This is an optimization exercise on Yosys and OpenROAD, whose aim is small area, not a production implementation.
In this exercise RTL edits were held to simulation tests only and were not proved equivalent to the original.
Power is estimated from default activity; no workload was simulated.

==> flow/design.v, too long to show whole: its modules and the start of the top module <==
// module current_filter: 1397 lines
// module cf_fa: 6 lines
// module cf_ha: 6 lines
module current_filter (pClk, pRst, pFilterIn, pFilterOut);
  // ...
==> flow/run.sh <==
#!/bin/bash
# synth_recipe.tcl (not shown) runs the flow's synth.tcl, then flattens the netlist and writes it again
# the make line also repeats each setting of config.mk as NAME=value (left out here)
make -C /OpenROAD-flow-scripts/flow DESIGN_CONFIG=/design/flow/config.mk WORK_HOME=/design/flow/orfs CLKGATE_MAP_FILE= SYNTH_SCRIPT=/design/flow/synth_recipe.tcl finish
==> flow/config.mk <==
export PLATFORM = sky130hd
export DESIGN_NAME = current_filter
export DESIGN_NICKNAME = current_filter
export VERILOG_FILES = /design/flow/design.v
export SDC_FILE = /design/flow/constraint.sdc
export NUM_CORES = 4
export LEC_CHECK = 0
export CAP_MARGIN = 20
export CORE_MARGIN = 2
export CORE_UTILIZATION = 40
export CTS_BUF_LIST = sky130_fd_sc_hd__clkbuf_16
export CTS_CLUSTER_DIAMETER = 80
export CTS_CLUSTER_SIZE = 30
export SLEW_MARGIN = 20
export SYNTH_HIERARCHICAL = 1
==> flow/constraint.sdc <==
create_clock -name core_clock -period 7.5 [get_ports {pClk}]
set_input_delay 1.5000 -clock core_clock [delete_from_list [all_inputs] [get_ports {pClk}]]
set_output_delay 1.5000 -clock core_clock [all_outputs]
set_load 0.01 [all_outputs]
==> summary.md, run 1 <==
| Metric | Value |
|---|---|
| Sequential cell area share | 33.39% |
| Area of the core | 62970 µm² |
| WL met2 | 23.03 mm |
| Reg-to-Reg Start | vm[14]$_SDFF_PN0_ |
| # fillers | 5740 |
| Leakage power | 10.50 nW |
| Hold_sp | r6[10]$_SDFF_PN0_ |
| Pwr dens | 479.9 nW/µm² |
| Setup Fix Bufs, Post-CTS | 0 |
| Synth Area in Compound Gates | 0.2705% |
| Initial antenna violation count | 0 |
| Top cell family by delay on the critical path | adder cells |
| Commonest non-fill, non-tap cell in the layout | fa_1 |
| Part of the power in registers | 23.4% |
| Die X-Extent | 256.2 µm |
| ANT cells | 0 |
| Top-count cell post-synth | fa_1 |
| EDFF count, synth | 0 |
| Port bufs | 33 |
| Register area | 9229 µm² |
| Biggest consumer | combinational logic |
| Grt met3 use | 1.898% |
| WP data arrival | 6.94 ns |
| First-pass GRT wire length | 77.30 mm |
| Signal buffers | 44 |
| Syn Inst Count | 1844 |
| Die area | 65640 µm² |
| # DRC | 0 |
| Routed via count | 12130 |
| Reg with most FFs | s |
| Status | timing/DRC/antenna clean |
| Hold worst-path end | r7[10]$_SDFF_PN1_ |
| R2r endpoint | vm[26]$_SDFF_PN0_ |
| Crit. Startpoint | vm[14]$_SDFF_PN0_ |
| Place WS | 0.4633 ns |
| Comb pwr | 8.59 mW |
| Post-CTS Resized | 0 |
| Clk pin slew, worst setup/hold paths | 0.11 ns |
| Via density | 4.420 |
| Min Clock Period, post-route | 6.472 ns |
==> run 2: changes to the inputs <==
--- a/flow/config.mk
+++ b/flow/config.mk
@@ -9,7 +9,7 @@
 export CORE_MARGIN = 2
 export CORE_UTILIZATION = 40
-export CTS_BUF_LIST = sky130_fd_sc_hd__clkbuf_16
-export CTS_CLUSTER_DIAMETER = 80
-export CTS_CLUSTER_SIZE = 30
+export CTS_BUF_LIST = sky130_fd_sc_hd__clkbuf_8
+export CTS_CLUSTER_DIAMETER = 60
+export CTS_CLUSTER_SIZE = 18
 export SLEW_MARGIN = 20
 export SYNTH_HIERARCHICAL = 1
==> summary.md, run 2 <==
| Metric | Value |
|---|---|
| Final antenna-violating net count | 0 |
| Placer congestion estimate | 0.8432 |
| Clock Path Buffers | 3 |
| Worst slew margin | 28.85% |
| Min Clock Period, post-route | 6.493 ns (+0.02108 ns) |
| Post-synth ARST share | 0% |
| Dominant synthesized flop cell | dfxtp_1 |
| CP max stage delay | 0.46 ns |
| Critical path depth | 16 |
| Slew Limit Fails | 0 |
| Initial antenna violation count | 1 (+1) |
| Final non-filler cell total | 2766 |
| Hold Path Stages | 1 |
| Worst Tran Pin Value | 1.067 ns |
| RSZ-0062 raised after global routing | false |
| Share of cells above drive strength 1 | 4.065% |
| Final Hold Vio Count | 0 |
| Commonest non-fill, non-tap cell in the layout | fa_1 |
| Fmax | 0.1540 GHz |
| CP max FO | 2 |
| Leakage power | 10.53 nW (+0.25%) |
| Status | timing/DRC/antenna clean |
| Post-Syn Area | 25440 µm² |
| Clock latency at the later pin of the worst-skew pair | 0.65 ns |
| Number of distinct library cells after synthesis | 31 |
| Register-to-Register Path Depth | 16 |
| Die area | 65640 µm² (unchanged) |
| Synth top cells by count | fa_1, dfxtp_1, inv_1 |
| Reg with most FFs | s |
| Wire per inst | 16.73 µm |
| Setup Viol. Count Final | 0 |
| Starting density of the core | 40.41% |
| Routed via count | 12260 (+1.1%) |
| Die X-Extent | 256.2 µm (unchanged) |
| Most frequent CP cell | fa_1 |
| Fin crit share | 86.57% |
| Final nets | 2552 |
| Worst setup path category | flip-flop to flip-flop |
| Area of the core | 62970 µm² (unchanged) |
| Grt ovf | 0 |
| Largest net degree at the start of global routing | 275 |
| HP Class | flip-flop to flip-flop |
| # DRC | 0 (unchanged) |
| Critical Path End Type | flip-flop |
| Max FFs per register | 32 |
| Slowest stage cell, crit path | dfxtp_1 |
| Reg-to-Reg Start | vm[14]$_SDFF_PN0_ |
| Drt pass-1 iters | 4 |
| Synth area leader | fa_1 |
| Fin Setup TNS | 0 ns |
| Port bufs | 33 (unchanged) |
| Top-count cell post-synth | fa_1 |
| Worst Path Required | 8.04 ns |
| I/O pins | 34 |
| Syn Inst Count | 1844 (unchanged) |
| Mapped Avg Cell Area | 13.80 µm² |
| Setup Fix Bufs, Post-CTS | 0 (unchanged) |
| Crit-path cells | ha_1, fa_1, fa_1, fa_1, fa_1, fa_1, ha_1, fa_1, fa_1, fa_1, fa_1, fa_1, fa_1, fa_1, fa_1, and2_1 |
| Ys Warns | 7 |
| Largest registers | s (32), vm (27), wm (27) |
| Post-cts hold buffer count | 0 |
| Place WS | 0.4633 ns (unchanged) |
| Cts bufs inserted | 39 |
| Post-CTS Resized | 0 (unchanged) |
| CTS tree | built |
| Hold Slack | 0.3592 ns |
| TritonCTS sink count | 461 |
| Pwr dens | 479.2 nW/µm² (-0.16%) |
| R2r endpoint | vm[26]$_SDFF_PN0_ |
| Post-DP HPWL | 36.70 mm |
| Max Cap Viol | 0 |
| Top cell type's share of synthesized area | 45.56% |
| Dominant cells by area after synthesis | fa_1, dfxtp_1, and2_1 |
| Final Core Density | 43.89% |
| WP data arrival | 7.03 ns (+0.09 ns) |
| Cells after DPL | 2700 |
| PnR worst setup slack | 1.007 ns |
| Vias in the first global route | 14320 |
| WP buf/inv | 0 |
| Startpoint types | flip-flop |
| R2R Setup Slk | 1.01 ns |
| Hold_sp | r17[13]$_SDFF_PN0_ |
| Hold worst-path end | r18[13]$_SDFF_PN1_ |
| Root buf cell | clkbuf_8 |
| DR iter-0 viols | 499 |
| Most frequent cells in the layout | fa_1, dfxtp_1, inv_1 |
| Routed WL | 46.28 mm |
| Top cell family by delay on the critical path | adder cells |
| Via density | 4.431 (+0.24%) |
| EDFF count, synth | 0 (unchanged) |
| DIE HEIGHT | 256.2 µm |
| Num rows | 92 |
| Post-Route Skew | 0.03519 ns |
| Clk pin slew, worst setup/hold paths | 0.11 ns (about the same) |
| Area grow syn2layout | 8.616% |
| Worst VDD drop | 330.8 µV |
| Total Routing Usage GR | 15.33% |
| #FFs+latches synth | 461 |
| Sequential area share after synthesis | 36.27% |
| H-tree depth | 2 |
| First-pass GRT wire length | 78.09 mm (+1.0%) |
run 2: final cells by class:
| cell class | count | area, µm² |
|---|---|---|
| clock buffers | 41 | 564.3 |
| multi-input cells | 1164 | 15380 |
| flip-flops and latches | 461 | 9229 |
| clock inverters | 23 | 249.0 |
| well taps | 846 | 1059 |
| fillers | 5760 | 35330 |
| repair buffers | 45 | 457.9 |
| inverters | 185 | 694.4 |
| diodes | 1 | 2.502 |
run 2: worst max path at each step:
| stage | startpoint | endpoint |
|---|---|---|
| 3_3_place_gp | pFilterIn[12] | wm[26]$_SDFF_PN1_ |
| 6_report | vm[14]$_SDFF_PN0_ | vm[26]$_SDFF_PN0_ |
| 3_5_place_dp | pFilterIn[12] | wm[26]$_SDFF_PN1_ |
| 5_1_grt | vm[14]$_SDFF_PN0_ | vm[26]$_SDFF_PN0_ |
| 4_1_cts | vm[14]$_SDFF_PN0_ | vm[26]$_SDFF_PN0_ |
| 2_1_floorplan | pFilterIn[12] | wm[26]$_SDFF_PN1_ |
run 2: kinds of logic (layout without fill, tap and decap cells):
| group | count (synthesis) | count (layout) | synth area share (%) |
|---|---|---|---|
| AOI/OAI and AO/OA | 8 | 8 | 0.2705 |
| DFF | 461 | 461 | 36.27 |
| buffers and inverters | 236 | 294 | 3.531 |
| and+or+nand+nor | 487 | 487 | 11.01 |
| xor gates and xnor gates | 13 | 13 | 0.4475 |
| adders and majority gates | 638 | 638 | 48.46 |
| other | 1 | 19 | 0.01474 |
run 2: layer usage:
layer  vias up  share of wire, %  track usage, %
met5         -                 0               0
met4         0               2.2           4.321
met3        54               3.3           2.363
met2       141                50           25.45
met1      6533                45           20.95
li1       5528                 -               -
run 2: report_power, final:
group          switching [mW]  internal, mW  total [mW]
registers               0.283          2.82        3.10
logic                    4.12          4.49        8.61
clock network           0.914         0.617        1.53
total                    5.32          7.92        13.2
run 2: metrics by stage:
stage | total power, mW | area [µm²]
2_1_floorplan | 9.683 | 25510
3_3_place_gp | 11.83 | 26790
3_5_place_dp | 11.97 | 26790
4_1_cts | 13.67 | 27610
5_1_grt | 15.12 | 27640
6_report | 13.24 | 27640
run 2: worst register-to-register path, cell delays in order (launching register included):
cell and delay (ns):
dfxtp_1 0.46, ha_1 0.28, fa_1 0.45, fa_1 0.40, fa_1 0.42, fa_1 0.41
fa_1 0.41, ha_1 0.25, fa_1 0.39, fa_1 0.39, fa_1 0.39, fa_1 0.39
fa_1 0.38, fa_1 0.38, fa_1 0.38, fa_1 0.44, and2_1 0.17
run 2: modules after synthesis (local to each module, per instance):
module / cells / copies in the design / flip-flops and latches / cell area (µm²)
current_filter: 1208 / 1 / 461 / 13140
cf_fa: 1 / 579 / 0 / 20.02
cf_ha: 1 / 57 / 0 / 12.51
==> run 3: changes to the inputs <==
--- a/flow/config.mk
+++ b/flow/config.mk
@@ -8,5 +8,5 @@
 export CAP_MARGIN = 20
 export CORE_MARGIN = 2
-export CORE_UTILIZATION = 40
+export CORE_UTILIZATION = 65
 export CTS_BUF_LIST = sky130_fd_sc_hd__clkbuf_8
 export CTS_CLUSTER_DIAMETER = 60
==> summary.md, run 3 <==
| Metric | Value |
|---|---|
| Critical Path End Type | flip-flop |
| Clock Path Buffers | 3 (unchanged) |
| DR iter-0 viols | 453 (-9.2%) |
| Min Clock Period, post-route | 6.683 ns (+0.1903 ns) |
| Sequential area share after synthesis | 36.27% (unchanged) |
| First-pass GRT wire length | 77.11 mm (-1.3%) |
| Syn Inst Count | 1844 (unchanged) |
| Fin crit share | 89.11% (+2.5 points) |
| Largest net degree at the start of global routing | 171 (-38%) |
| Final nets | 2549 (-0.12%) |
| Leakage power | 10.48 nW (-0.48%) |
| Root buf cell | clkbuf_8 |
| Top-count cell post-synth | fa_1 |
| Die X-Extent | 201.8 µm (-21%) |
| PnR worst setup slack | 0.8168 ns (-0.1903 ns) |
| #FFs+latches synth | 461 (unchanged) |
| Synth top cells by count | fa_1, dfxtp_1, inv_1 |
| Vias in the first global route | 14560 (+1.7%) |
| Startpoint types | flip-flop |
| Post-Route Skew | 0.02623 ns (-0.008957 ns) |
| Cells after DPL | 2373 (-12%) |
| # DRC | 0 (unchanged) |
| Place WS | 0.3975 ns (-0.06582 ns) |
| TritonCTS sink count | 461 (unchanged) |
| Worst setup path category | flip-flop to flip-flop |
| Dominant cells by area after synthesis | fa_1, dfxtp_1, and2_1 |
| Hold Slack | 0.3583 ns (-0.0008760 ns) |
| Worst VDD drop | 341.8 µV (+3.3%) |
| Synth area leader | fa_1 |
| R2R Setup Slk | 0.82 ns (-0.19 ns) |
| DIE HEIGHT | 201.8 µm (-21%) |
| Final Hold Vio Count | 0 (unchanged) |
| HP Class | flip-flop to flip-flop |
| Crit-path cells | fa_1, fa_1, fa_1, fa_1, fa_1, ha_1, fa_1, fa_1, fa_1, fa_1, fa_1, fa_1, fa_1, fa_1, and2_1 |
| CP max stage delay | 0.70 ns (+0.24 ns) |
| Reg with most FFs | s |
| Reg-to-Reg Start | r13[15]$_SDFF_PN1_ |
| Starting density of the core | 65.83% (+25 points) |
| Pwr dens | 484.8 nW/µm² (+1.2%) |
| Worst Tran Pin Value | 0.9180 ns (-0.1492 ns) |
| Routed via count | 12240 (-0.14%) |
| Register-to-Register Path Depth | 15 (-1) |
| Post-synth ARST share | 0% (unchanged) |
| Hold worst-path end | r10[12]$_SDFF_PN1_ |
| Num rows | 72 (-22%) |
| R2r endpoint | vm[26]$_SDFF_PN0_ |
| Cts bufs inserted | 36 (-7.7%) |
| Final Core Density | 70.19% (+26 points) |
| EDFF count, synth | 0 (unchanged) |
| Post-DP HPWL | 37.11 mm (+1.1%) |
| Post-cts hold buffer count | 0 (unchanged) |
| Largest registers | s (32), vm (27), wm (27) |
| Hold Path Stages | 1 (unchanged) |
| Worst Path Required | 8.01 ns (-0.03 ns) |
| Placer congestion estimate | 0.8917 (+5.8%) |
| Final antenna-violating net count | 0 (unchanged) |
| CTS tree | built |
| Routed WL | 45.79 mm (-1.1%) |
| Slew Limit Fails | 0 (unchanged) |
| Hold_sp | r9[12]$_SDFF_PN0_ |
| Dominant synthesized flop cell | dfxtp_1 |
| Fmax | 0.1496 GHz (-2.8%) |
| Post-placement cell area | 26380 µm² (-1.6%) |
| Port bufs | 33 (unchanged) |
| H-tree depth | 2 (unchanged) |
| WP buf/inv | 0 (unchanged) |
| Post-CTS Resized | 0 (unchanged) |
| Area grow syn2layout | 6.609% |
| # fillers | 2766 (-52%) |
| Drt pass-1 iters | 4 (unchanged) |
| Final non-filler cell total | 2430 (-12%) |
| Max Cap Viol | 0 (unchanged) |
| Commonest non-fill, non-tap cell in the layout | fa_1 |
| Most frequent cells in the layout | fa_1, dfxtp_1, inv_1 |
| Design area | 27120 µm² (-1.8%) |
| Die area | 40740 µm² (-38%) |
| I/O pins | 34 (unchanged) |
| Most frequent CP cell | fa_1 |
| Clk pin slew, worst setup/hold paths | 0.11 ns (about the same) |
| Number of distinct library cells after synthesis | 31 (unchanged) |
| Clock latency at the later pin of the worst-skew pair | 0.63 ns (-0.02 ns) |
| Top cell type's share of synthesized area | 45.56% (unchanged) |
| WP data arrival | 7.20 ns (+0.17 ns) |
| Worst slew margin | 38.80% (+9.9 points) |
| Total Routing Usage GR | 25.23% (+9.9 points) |
| Slowest stage cell, crit path | dfxtp_1 |
| Via density | 5.037 (+14%) |
| Share of cells above drive strength 1 | 3.870% (-0.19 points) |
| Grt ovf | 0 (unchanged) |
| Mapped Avg Cell Area | 13.80 µm² (unchanged) |
| Area of the core | 38650 µm² (-39%) |
| Status | timing/DRC/antenna clean |
| Post-Syn Area | 25440 µm² (unchanged) |
| Initial antenna violation count | 0 (-1) |
| RSZ-0062 raised after global routing | false |
| Wire per inst | 18.85 µm (+13%) |
| Power Total | 13.15 mW (-0.69%) |
| Setup Viol. Count Final | 0 (unchanged) |
| Setup Fix Bufs, Post-CTS | 0 (unchanged) |
| Fin Setup TNS | 0 ns (unchanged) |
| Ys Warns | 7 (unchanged) |
| Top cell family by delay on the critical path | adder cells |
| CP max FO | 6 (+4) |
| ANT cells | 0 (-1) |
| Max FFs per register | 32 (unchanged) |
| Critical path depth | 15 (-1) |
-- run 3: cell types whose count changed in the layout (fill, tap and decap cells not counted), sizes merged --
cell,before,now
clkinvlp,2,1
diode,1,0
inv,198,192
-- run 3: layout make-up --
cell class | instances | area, µm² | share of cell area, %
flip-flops and latches | 461 | 9229 | 34.02
clock inverters | 16 | 183.9 | 0.6781
multi-input cells | 1164 | 15380 | 56.70
inverters | 185 | 694.4 | 2.560
well taps | 518 | 648.1 | 2.389
repair buffers | 45 | 425.4 | 1.568
clock buffers | 41 | 564.3 | 2.080
-- run 3: where the power goes --
part,total [mW],internal [mW],switching [mW]
sequential,3.10,2.82,0.286
combinational,8.61,4.49,4.12
clock,1.44,0.595,0.846
total,13.2,7.90,5.25
-- run 3: worst max-delay path by stage --
stage	slack [ns]	from	endpoint
floorplan	1.13	pFilterIn[12]	wm[26]$_SDFF_PN1_
global placement	0.55	pFilterIn[12]	wm[26]$_SDFF_PN1_
detailed placement	0.40	pFilterIn[12]	wm[26]$_SDFF_PN1_
CTS	0.78	r13[15]$_SDFF_PN1_	vm[26]$_SDFF_PN0_
global route	0.62	r13[15]$_SDFF_PN1_	vm[26]$_SDFF_PN0_
finish	0.82	r13[15]$_SDFF_PN1_	vm[26]$_SDFF_PN0_
-- run 3: worst register-to-register path, stage by stage, from the launching register on --
cell and delay, ns:
dfxtp_1 0.70, fa_1 0.53, fa_1 0.50, fa_1 0.41
fa_1 0.42, fa_1 0.42, ha_1 0.22, fa_1 0.44
fa_1 0.41, fa_1 0.39, fa_1 0.39, fa_1 0.39
fa_1 0.39, fa_1 0.39, fa_1 0.43, and2_1 0.16
-- run 3: logic make-up (layout without fill, tap and decap cells) --
logic type | after synthesis | count (layout) | synth area share [%]
flip-flops | 461 | 461 | 36.27
buffers and inverters | 236 | 287 | 3.531
adder cells (fa/ha/maj) | 638 | 638 | 48.46
other | 1 | 18 | 0.01474
AO/OA/AOI/OAI | 8 | 8 | 0.2705
AND/OR/NAND/NOR | 487 | 487 | 11.01
XOR/XNOR | 13 | 13 | 0.4475
-- run 3: per-layer routing --
layer	GRT usage, %	part of all wire (%)	vias up
li1	-	-	5521
met4	7.511	2.9	0
met1	33.72	41	6465
met2	43.73	52	182
met5	0	0	-
met3	3.402	3.8	71
-- run 3: per-module statistics from Yosys (local to each module, per instance) --
module | area (µm²) | times used | flip-flops and latches | cells
current_filter | 13140 | 1 | 461 | 1208
cf_fa | 20.02 | 579 | 0 | 1
cf_ha | 12.51 | 57 | 0 | 1

## separate check: timing with driven ports
Ports are ideal in the flow. The routed layouts listed here were re-timed in OpenROAD. Step 1 assumes that a clkbuf_16 drives the clock port and a buf_2 every other input. Step 2, shift: input delay + t, output delay - t, t = (earliest + latest rising clock arrival at the registers) / 2. This alone moves slack from input paths to output paths. Slacks: ideal ports / drivers / drivers and shift; pairs: ideal ports / drivers.
run | t, ns | slack for setup (ns) | latest minus earliest clock arrival (ns) | worst data-port slew with drivers (ns) | cell pins on the clock port's net
run 1 | 0.633 | 1.028 / 1.028 / 0.475 | 0.033 / 0.033 | 0.06 | 1
run 2 | 0.684 | 1.007 / 1.007 / 0.491 | 0.036 / 0.036 | 0.06 | 1
run 3 | 0.665 | 0.817 / 0.817 / 0.425 | 0.027 / 0.027 | 0.05 | 1
After both steps setup and hold are still met in every run listed. For run 1, which loses most, drivers alone change the setup slack by 0.000 ns; drivers and shift together by -0.553 ns.
